Source: an optimization exercise on an open RTL-to-GDS flow (aim: small area and a short achievable clock period). Production flows keep margins and buffers that such runs may drop. Where RTL was checked, it was by simulation tests only, not by an equivalence proof against the original. Power is estimated from default activity; no workload was simulated.

== try-quartz ==
==> flow/design.v (excerpt) <==
module CONV(
 input wire reset,  
 input wire clk,  
 input wire signed [7: 0] CONV_iData0,  
 input wire signed [7: 0] CONV_iData1,  
 output reg signed [15: 0] CONV_oData  
);
clock: 10.0 ns
lec_check: 0
cap_margin: 20
core_margin: 2
core_utilization: 70
cts_buf_list: sky130_fd_sc_hd__clkbuf_8
cts_cluster_diameter: 40
cts_cluster_size: 16
slew_margin: 20
standard.sh (not shown) runs the stock make flow with config.mk's settings and CLKGATE_MAP_FILE= SYNTH_SCRIPT=/design/flow/synth_recipe.tcl, a recipe that flattens the netlist after the stock synthesis.
==> flow/flow/run.sh <==
#!/bin/bash
# Standard layout, with stronger port buffers, a stronger clock root buffer and
# timing repair aimed at a shorter period than the constraint (the constraint
# itself is unchanged).
set -uo pipefail
export BUFFER_PORTS_ARGS="-buffer_cell sky130_fd_sc_hd__buf_2"
export SETUP_SLACK_MARGIN=7.0
export CTS_ARGS="-sink_clustering_enable -repair_clock_nets -sink_clustering_size 16 -sink_clustering_max_diameter 40 -buf_list sky130_fd_sc_hd__clkbuf_8 -dont_use_dummy_load"
bash standard.sh > standard_flow.log 2>&1
The following lists how try-cedar was set up differently from try-quartz:
-- flow/design.v --
<<< try-quartz, line 14
reg [7:0] bj;            
reg [15:0] f7s, f7c;     
reg sw_d;                
wire load = (cnt < 7'd8);
wire in_block = (cnt >= 7'd7) && (cnt <= 7'd77);
wire [7:0] ma = ra[6];
wire [7:0] mb = bj;
wire [15:0] fb = rf[6];
wire t1 = (ma[0] & mb[5]) ^ (ma[1] & mb[4]);
wire t2 = (ma[0] & mb[5]) & (ma[1] & mb[4]);
>>> try-cedar, line 14
reg [7:0] bj;            
reg [15:0] f7s, f7c;     
reg clr_e, sw_e;         
wire load = (cnt < 7'd8);
wire [6:0] cnt_n = (reset == 0 || cnt == 7'd111) ? 7'd0 : cnt + 7'd1;
wire [3:0] ii_n = (cnt == 7'd6 || ii == 4'd8) ? 4'd0 : ii + 4'd1;
wire [2:0] jj_n = (cnt == 7'd6) ? 3'd0 : (ii == 4'd8) ? jj + 3'd1 : jj;
wire valid_n = (cnt_n >= 7'd7) && (cnt_n <= 7'd77) && (ii_n != 4'd8);
wire clear_n = valid_n && ((jj_n == 3'd0) || (ii_n == 4'd7));
wire swap_n = (valid_n && (jj_n != 3'd0) && (ii_n == 4'd7)) ||
              (cnt_n >= 7'd86 && cnt_n <= 7'd93);
wire [7:0] ma = ra[6];
wire [7:0] mb = bj;
wire [15:0] fb = clr_e ? 16'd0 : rf[6];
wire t1 = (ma[0] & mb[5]) ^ (ma[1] & mb[4]);
wire t2 = (ma[0] & mb[5]) & (ma[1] & mb[4]);
<<< try-quartz, line 135
wire [15:0] m_s = {t112, t110, t108, t106, t104, t102, t100, t98, t96, t94, t92, t90, t88, t86, t85, (ma[0] & mb[0])};
wire [15:0] m_c = {t113, t111, t109, t107, t105, t103, t101, t99, t97, t95, t93, t91, t89, t87, fb[1], fb[0]};
wire [15:0] f_sum = f7s + f7c;
integer s;
always @(posedge clk) begin
>>> try-cedar, line 141
wire [15:0] m_s = {t112, t110, t108, t106, t104, t102, t100, t98, t96, t94, t92, t90, t88, t86, t85, (ma[0] & mb[0])};
wire [15:0] m_c = {t113, t111, t109, t107, t105, t103, t101, t99, t97, t95, t93, t91, t89, t87, fb[1], fb[0]};
integer s;
always @(posedge clk) begin
<<< try-quartz, line 148
			CONV_oData <= 16'd0;
	end
	if (cnt == 7'd6) begin
		ii <= 4'd0;
		jj <= 3'd0;
	end else if (ii == 4'd8) begin
		ii <= 4'd0;
		jj <= jj + 3'd1;
	end else
		ii <= ii + 4'd1;
	sw_d <= (in_block && ii == 4'd8 && jj != 3'd7) || (cnt >= 7'd86 && cnt <= 7'd93);
	if (cnt == 7'd6 || ii == 4'd8)
		bj <= (cnt <= 7'd69) ? rs[5][7:0] : 8'd0;
>>> try-cedar, line 153
			CONV_oData <= 16'd0;
	end
	ii <= ii_n;
	jj <= jj_n;
	clr_e <= clear_n;
	sw_e <= swap_n;
	if (cnt == 7'd6 || ii == 4'd8)
		bj <= (cnt <= 7'd69) ? rs[5][7:0] : 8'd0;
<<< try-quartz, line 167
	for (s = 1; s < 7; s = s + 1)
		rf[s] <= rf[s-1];
	rf[0] <= (load || (sw_d && cnt <= 7'd77)) ? 16'd0 : f_sum;
	for (s = 1; s < 8; s = s + 1)
		rs[s] <= rs[s-1];
	rs[0] <= load ? {rs[7][15:8], CONV_iData1} : sw_d ? f_sum : rs[7];
end
endmodule
>>> try-cedar, line 167
	for (s = 1; s < 7; s = s + 1)
		rf[s] <= rf[s-1];
	rf[0] <= f7s + f7c;
	for (s = 1; s < 7; s = s + 1)
		rs[s] <= rs[s-1];
	rs[7] <= sw_e ? rf[6] : rs[6];
	rs[0] <= load ? {rs[7][15:8], CONV_iData1} : rs[7];
end
endmodule
Changes observed in try-cedar relative to try-quartz: met2 wire length decreased by about 1% relative to the old numbers; clock period minus worst slack now smaller; clock network fraction of design power lost 3.8 points; register cell area after layout roughly the same.
Worst hold slack sits higher in try-cedar than in try-quartz.
Between try-quartz and try-cedar, the flow reports die area increasing slightly.
In the reports for try-quartz and try-cedar, the larger proportion of cell area occupied by multi-input gates belongs to try-cedar.
Die boundary width went up slightly going from try-quartz to try-cedar.
Relative to try-quartz, the routed wire length measured on try-cedar has decreased by a few percent.
try-quartz → try-cedar: count of sequential standard cells flat; clock power lost about 2%.
The run showing the greater sequential element share of the synthesized area is try-quartz.
For try-cedar, only the layout was checked, not whether the RTL still works.


Another version of the RTL of CONV (not shown whole).
Size: about 1,100 cells after synthesis, ~400 flip-flops, about 34 I/O pins.
==> module CONV, before the edit <==
module CONV(
 input wire reset,  
 input wire clk,  
 input wire signed [7: 0] CONV_iData0,  
 input wire signed [7: 0] CONV_iData1,  
 output reg signed [15: 0] CONV_oData  
);
reg [6:0] cnt;           
reg [3:0] ii;            
reg [2:0] jj;            
reg [7:0] ra [0:8];      
reg [15:0] rf [0:7];     
reg [15:0] rs [0:7];     
reg [7:0] bj;            
reg [8:0] nb;            
reg [15:0] ps, pc;       
reg clr_d, sw_d;         
function [9:0] bpp;
	input [2:0] x;
	input [7:0] b;
	input [8:0] n;
	case (x)
		3'b001, 3'b010: bpp = {{2{b[7]}}, b};
		3'b011:         bpp = {b[7], b, 1'b0};
		3'b100:         bpp = {n, 1'b0};
		3'b101, 3'b110: bpp = {n[8], n};
		default:        bpp = 10'd0;
	endcase
endfunction
wire load = (cnt < 7'd8);
wire in_block = (cnt >= 7'd7) && (cnt <= 7'd77);
wire valid = in_block && (ii != 4'd8);
wire clear = (jj == 3'd0) || (ii == 4'd7);
wire swap = (jj != 3'd0) && (ii == 4'd7);
wire [7:0] a_tap = ra[6];
wire [9:0] pp0 = bpp({a_tap[1:0], 1'b0}, bj, nb);
wire [9:0] pp1 = bpp(a_tap[3:1], bj, nb);
wire [9:0] pp2 = bpp(a_tap[5:3], bj, nb);
wire [9:0] pp3 = bpp(a_tap[7:5], bj, nb);
wire [15:0] r0 = {{6{pp0[9]}}, pp0};
wire [15:0] r1 = {{4{pp1[9]}}, pp1, 2'b0};
wire [15:0] r2 = {{2{pp2[9]}}, pp2, 4'b0};
wire [15:0] r3 = {pp3, 6'b0};
wire [15:0] s1 = r0 ^ r1 ^ r2;
wire [15:0] c1 = {(r0[14:0] & r1[14:0]) | (r0[14:0] & r2[14:0]) | (r1[14:0] & r2[14:0]), 1'b0};
wire [15:0] s2 = s1 ^ c1 ^ r3;
wire [15:0] c2 = {(s1[14:0] & c1[14:0]) | (s1[14:0] & r3[14:0]) | (c1[14:0] & r3[14:0]), 1'b0};
wire [15:0] f_in = rf[7];
wire [15:0] base = clr_d ? 16'd0 : f_in;
wire [15:0] s3 = base ^ ps ^ pc;
wire [15:0] c3 = {(base[14:0] & ps[14:0]) | (base[14:0] & pc[14:0]) | (ps[14:0] & pc[14:0]), 1'b0};
wire [15:0] sum = s3 + c3;
integer s;
always @(posedge clk) begin
	if (reset == 0) begin
		cnt <= 7'd0;
		CONV_oData <= 16'd0;
	end else begin
		cnt <= (cnt == 7'd111) ? 7'd0 : cnt + 7'd1;
		if (cnt >= 7'd81 && cnt <= 7'd87)
			CONV_oData <= rs[0];
		else if (cnt >= 7'd88 && cnt <= 7'd95)
			CONV_oData <= rf[0];
		else
			CONV_oData <= 16'd0;
	end
	if (cnt == 7'd6) begin
		ii <= 4'd0;
		jj <= 3'd0;
	end else if (ii == 4'd8) begin
		ii <= 4'd0;
		jj <= jj + 3'd1;
	end else
		ii <= ii + 4'd1;
	clr_d <= clear && valid && reset;
	sw_d <= swap && valid && reset;
	if (cnt == 7'd6 || ii == 4'd8) begin
		bj <= rs[5][7:0];
		nb <= 9'd0 - {rs[5][7], rs[5][7:0]};
	end
	if (valid && reset) begin
		ps <= s2;
		pc <= c2;
	end else begin
		ps <= 16'd0;
		pc <= 16'd0;
	end
	ra[0] <= load ? CONV_iData0 : ra[8];
	for (s = 1; s < 9; s = s + 1)
		ra[s] <= ra[s-1];
	for (s = 1; s < 8; s = s + 1) begin
		rf[s] <= rf[s-1];
		rs[s] <= rs[s-1];
	end
	rf[0] <= sum;
	rs[0] <= load ? {rs[7][15:8], CONV_iData1} : sw_d ? f_in : rs[7];
end
endmodule
clock: 10.0 ns
lec_check: 0
cap_margin: 20
core_margin: 2
core_utilization: 70
cts_buf_list: sky130_fd_sc_hd__clkbuf_8
cts_cluster_diameter: 40
cts_cluster_size: 16
slew_margin: 20
==> flow/flow/run.sh <==
#!/bin/bash
# Standard layout, with stronger port buffers and timing repair aimed at a
# shorter period than the constraint (the constraint itself is unchanged).
set -uo pipefail
export BUFFER_PORTS_ARGS="-buffer_cell sky130_fd_sc_hd__buf_2"
export SETUP_SLACK_MARGIN=7.0
bash standard.sh > standard_flow.log 2>&1
Then changed:
==> flow/design.v (replaced) <==
module CONV(
 input wire reset,  
 input wire clk,  
 input wire signed [7: 0] CONV_iData0,  
 input wire signed [7: 0] CONV_iData1,  
 output reg signed [15: 0] CONV_oData  
);
reg [6:0] cnt;           
reg [3:0] ii;            
reg [2:0] jj;            
reg [7:0] ra [0:8];      
reg [15:0] rl [0:7];     
reg [15:0] ru [0:7];     
reg [7:0] bj;            
reg [8:0] nb;            
reg [15:0] ps, pc;       
function [9:0] bpp;
	input [2:0] x;
	input [7:0] b;
	input [8:0] n;
	case (x)
		3'b001, 3'b010: bpp = {{2{b[7]}}, b};
		3'b011:         bpp = {b[7], b, 1'b0};
		3'b100:         bpp = {n, 1'b0};
		3'b101, 3'b110: bpp = {n[8], n};
		default:        bpp = 10'd0;
	endcase
endfunction
wire [7:0] a_tap = ra[6];
wire [9:0] pp0 = bpp({a_tap[1:0], 1'b0}, bj, nb);
wire [9:0] pp1 = bpp(a_tap[3:1], bj, nb);
wire [9:0] pp2 = bpp(a_tap[5:3], bj, nb);
wire [9:0] pp3 = bpp(a_tap[7:5], bj, nb);
wire [15:0] r0 = {{6{pp0[9]}}, pp0};
wire [15:0] r1 = {{4{pp1[9]}}, pp1, 2'b0};
wire [15:0] r2 = {{2{pp2[9]}}, pp2, 4'b0};
wire [15:0] r3 = {pp3, 6'b0};
wire [15:0] s1 = r0 ^ r1 ^ r2;
wire [15:0] c1 = {(r0[14:0] & r1[14:0]) | (r0[14:0] & r2[14:0]) | (r1[14:0] & r2[14:0]), 1'b0};
wire [15:0] s2 = s1 ^ c1 ^ r3;
wire [15:0] c2 = {(s1[14:0] & c1[14:0]) | (s1[14:0] & r3[14:0]) | (c1[14:0] & r3[14:0]), 1'b0};
reg v_d, up_d, zu_d;     
wire load = (cnt < 7'd8);
wire in_block = (cnt >= 7'd7) && (cnt <= 7'd77);
wire valid = in_block && (ii != 4'd8);
wire upper = ({1'b0, ii} + {2'b0, jj}) >= 5'd8;
wire zero_u = (ii == 4'd0);     
wire [15:0] sel = up_d ? ru[7] : rl[7];
wire [15:0] base = sel;
wire [15:0] s3 = base ^ ps ^ pc;
wire [15:0] c3 = {(base[14:0] & ps[14:0]) | (base[14:0] & pc[14:0]) | (ps[14:0] & pc[14:0]), 1'b0};
wire [15:0] sum = s3 + c3;
integer s;
always @(posedge clk) begin
	if (reset == 0) begin
		cnt <= 7'd0;
		v_d <= 1'b0;
		CONV_oData <= 16'd0;
	end else begin
		cnt <= (cnt == 7'd111) ? 7'd0 : cnt + 7'd1;
		v_d <= valid;
		if (cnt >= 7'd81 && cnt <= 7'd88)
			CONV_oData <= rl[0];
		else if (cnt >= 7'd89 && cnt <= 7'd95)
			CONV_oData <= ru[0];
		else
			CONV_oData <= 16'd0;
	end
	if (cnt == 7'd6) begin
		ii <= 4'd0;
		jj <= 3'd0;
	end else if (ii == 4'd8) begin
		ii <= 4'd0;
		jj <= jj + 3'd1;
	end else
		ii <= ii + 4'd1;
	up_d <= upper;
	zu_d <= zero_u;
	if (cnt == 7'd6 || ii == 4'd8) begin
		bj <= ru[5][7:0];
		nb <= 9'd0 - {ru[5][7], ru[5][7:0]};
	end
	ps <= s2;
	pc <= c2;
	ra[0] <= load ? CONV_iData0 : ra[8];
	for (s = 1; s < 9; s = s + 1)
		ra[s] <= ra[s-1];
	for (s = 1; s < 8; s = s + 1) begin
		rl[s] <= rl[s-1];
		ru[s] <= ru[s-1];
	end
	rl[0] <= load ? 16'd0 : (v_d && !up_d) ? sum : rl[7];
	ru[0] <= load ? {ru[7][15:8], CONV_iData1} : (v_d && up_d) ? sum : (v_d && zu_d) ? 16'd0 : ru[7];
end
endmodule
The new run completed without violations.
Combinational power rises to 3.6 times its value.
Cell area rises by a few percent.
Setup slack got worse by 13 ps.
Via count rises by a little under a tenth.
Power rises by a quarter to a third.
Synthesized cell count rises by a few percent.
No run of this note included a check of the RTL's function; only the layout flow was run.


Another version of the RTL of CONV (not shown whole).
Size in the first run: about 820 cells after synthesis, roughly 400 flip-flops, roughly 0.011 mm2 of cells after synthesis.
export LEC_CHECK = 0
export CAP_MARGIN = 20
export CORE_MARGIN = 2
export CORE_UTILIZATION = 70
export CTS_BUF_LIST = sky130_fd_sc_hd__clkbuf_8
export CTS_CLUSTER_DIAMETER = 40
export CTS_CLUSTER_SIZE = 16
export SLEW_MARGIN = 20
create_clock -name core_clock -period 10.0 [get_ports {clk}]
Scripts as last shown in full above: flow/flow/run.sh
The first run went through all stages and came out clean.
Rerun with:
--- a/flow/design.v
+++ b/flow/design.v
@@ -101,50 +101,58 @@
 wire t78 = (t54 & t55) | (t54 & t37) | (t55 & t37);
 wire t79 = t56 ^ t57 ^ ~(ma[7] & mb[4]);
 wire t80 = (t56 & t57) | (t56 & ~(ma[7] & mb[4])) | (t57 & ~(ma[7] & mb[4]));
 wire t81 = t58 ^ t59 ^ ~(ma[7] & mb[5]);
 wire t82 = (t58 & t59) | (t58 & ~(ma[7] & mb[5])) | (t59 & ~(ma[7] & mb[5]));
 wire t83 = t60 ^ ~(ma[6] & mb[7]) ^ ~(ma[7] & mb[6]);
 wire t84 = (t60 & ~(ma[6] & mb[7])) | (t60 & ~(ma[7] & mb[6])) | (~(ma[6] & mb[7]) & ~(ma[7] & mb[6]));
 wire [15:0] m_s = {1'b1, t84, t82, t80, t78, t76, t74, t72, t70, t68, t66, t64, t62, t61, (ma[0] & mb[1]), (ma[0] & mb[0])};
 wire [15:0] m_c = {1'b0, (ma[7] & mb[7]), t83, t81, t79, t77, t75, t73, t71, t69, t67, t65, t63, (ma[2] & mb[0]), (ma[1] & mb[0]), 1'b0};
 wire [15:0] f_in = rf[7];
 wire [15:0] base = clr_d ? 16'd0 : f_in;
-wire [15:0] sum = base + ps + pc;
+wire [15:0] s3 = base ^ ps ^ pc;
+wire [15:0] c3 = {(base[14:0] & ps[14:0]) | (base[14:0] & pc[14:0]) | (ps[14:0] & pc[14:0]), 1'b0};
+wire [15:0] sum = s3 + c3;
 integer s;
 always @(posedge clk) begin
 	if (reset == 0) begin
 		cnt <= 7'd0;
 		CONV_oData <= 16'd0;
 	end else begin
 		cnt <= (cnt == 7'd111) ? 7'd0 : cnt + 7'd1;
-		if (cnt >= 7'd81 && cnt <= 7'd95)
+		if (cnt >= 7'd81 && cnt <= 7'd87)
 			CONV_oData <= rs[0];
+		else if (cnt >= 7'd88 && cnt <= 7'd95)
+			CONV_oData <= rf[0];
 		else
 			CONV_oData <= 16'd0;
 	end
 	if (cnt == 7'd6) begin
 		ii <= 4'd0;
 		jj <= 3'd0;
 	end else if (ii == 4'd8) begin
 		ii <= 4'd0;
 		jj <= jj + 3'd1;
 	end else
 		ii <= ii + 4'd1;
 	clr_d <= clear && valid && reset;
-	sw_d <= ((swap && valid) || (cnt >= 7'd86 && cnt <= 7'd93)) && reset;
+	sw_d <= swap && valid && reset;
 	if (cnt == 7'd6 || ii == 4'd8)
-		bj <= (cnt <= 7'd69) ? rs[5][7:0] : 8'd0;
-	ps <= m_s;
-	pc <= m_c;
+		bj <= rs[5][7:0];
+	if (valid && reset) begin
+		ps <= m_s;
+		pc <= m_c;
+	end else begin
+		ps <= 16'd0;
+		pc <= 16'd0;
+	end
 	ra[0] <= load ? CONV_iData0 : ra[8];
-	for (s = 1; s < 8; s = s + 1)
+	for (s = 1; s < 9; s = s + 1)
 		ra[s] <= ra[s-1];
-	ra[8] <= (cnt == 7'd7) ? 8'd0 : ra[7];
 	for (s = 1; s < 8; s = s + 1) begin
 		rf[s] <= rf[s-1];
 		rs[s] <= rs[s-1];
 	end
 	rf[0] <= sum;
 	rs[0] <= load ? {rs[7][15:8], CONV_iData1} : sw_d ? f_in : rs[7];
 end
 endmodule
Result: The changed run produced a clean layout. Wire length rises by 12%. First-iteration DRC count rises by 4.4%. Via count rises by 9.6%. Global-route usage rises by 1.3 points. Cell area rises by 5.5%. Sequential share of layout area falls by 3.2 points. Clock skew falls by 0.010 ns. Cell count rises by 9.6%. Die area rises by 5.2%.
Function was not checked in any run of this note: the RTL went through the layout flow alone.

## what the ideal ports hide
The results above use ideal ports. As a check the final layouts listed here were re-extracted and re-timed, cells and wires unchanged. Step 1 sets driving cells, clkbuf_16 on the clock port and buf_2 on the other inputs (assumed; they add their load-dependent delay and slew). Step 2 also shifts input and output timing later by t, the mid clock arrival at the registers, as if the neighbouring blocks saw the same clock. Three values: ideal ports, drivers, drivers and shift; two values: the first two.
| run | t (ns) | setup slack, ns | hold WS [ns] | latest minus earliest clock arrival (ns) |
|---|---|---|---|---|
| try-quartz | 0.533 | 7.005 / 6.969 / 6.727 | 0.264 / 0.264 / 0.264 | 0.088 / 0.087 |
| try-cedar | 0.534 | 7.028 / 6.989 / 7.006 | 0.298 / 0.298 / 0.298 | 0.058 / 0.058 |
| the first run of note 2 | 0.583 | 7.009 / 6.971 / 6.848 | 0.327 / 0.327 / 0.327 | 0.019 / 0.019 |
| the second run of note 2 | 0.572 | 6.996 / 6.954 / 7.006 | 0.315 / 0.315 / 0.315 | 0.025 / 0.025 |
| the first run of note 3 | 0.568 | 7.011 / 6.970 / 6.755 | 0.322 / 0.322 / 0.322 | 0.041 / 0.041 |
| the second run of note 3 | 0.568 | 7.015 / 6.974 / 6.759 | 0.320 / 0.320 / 0.320 | 0.028 / 0.028 |
After both steps every run listed still meets setup and hold. The setup slack of try-quartz, which loses most, moves by -0.036 ns with the drivers and by -0.278 ns with both steps.
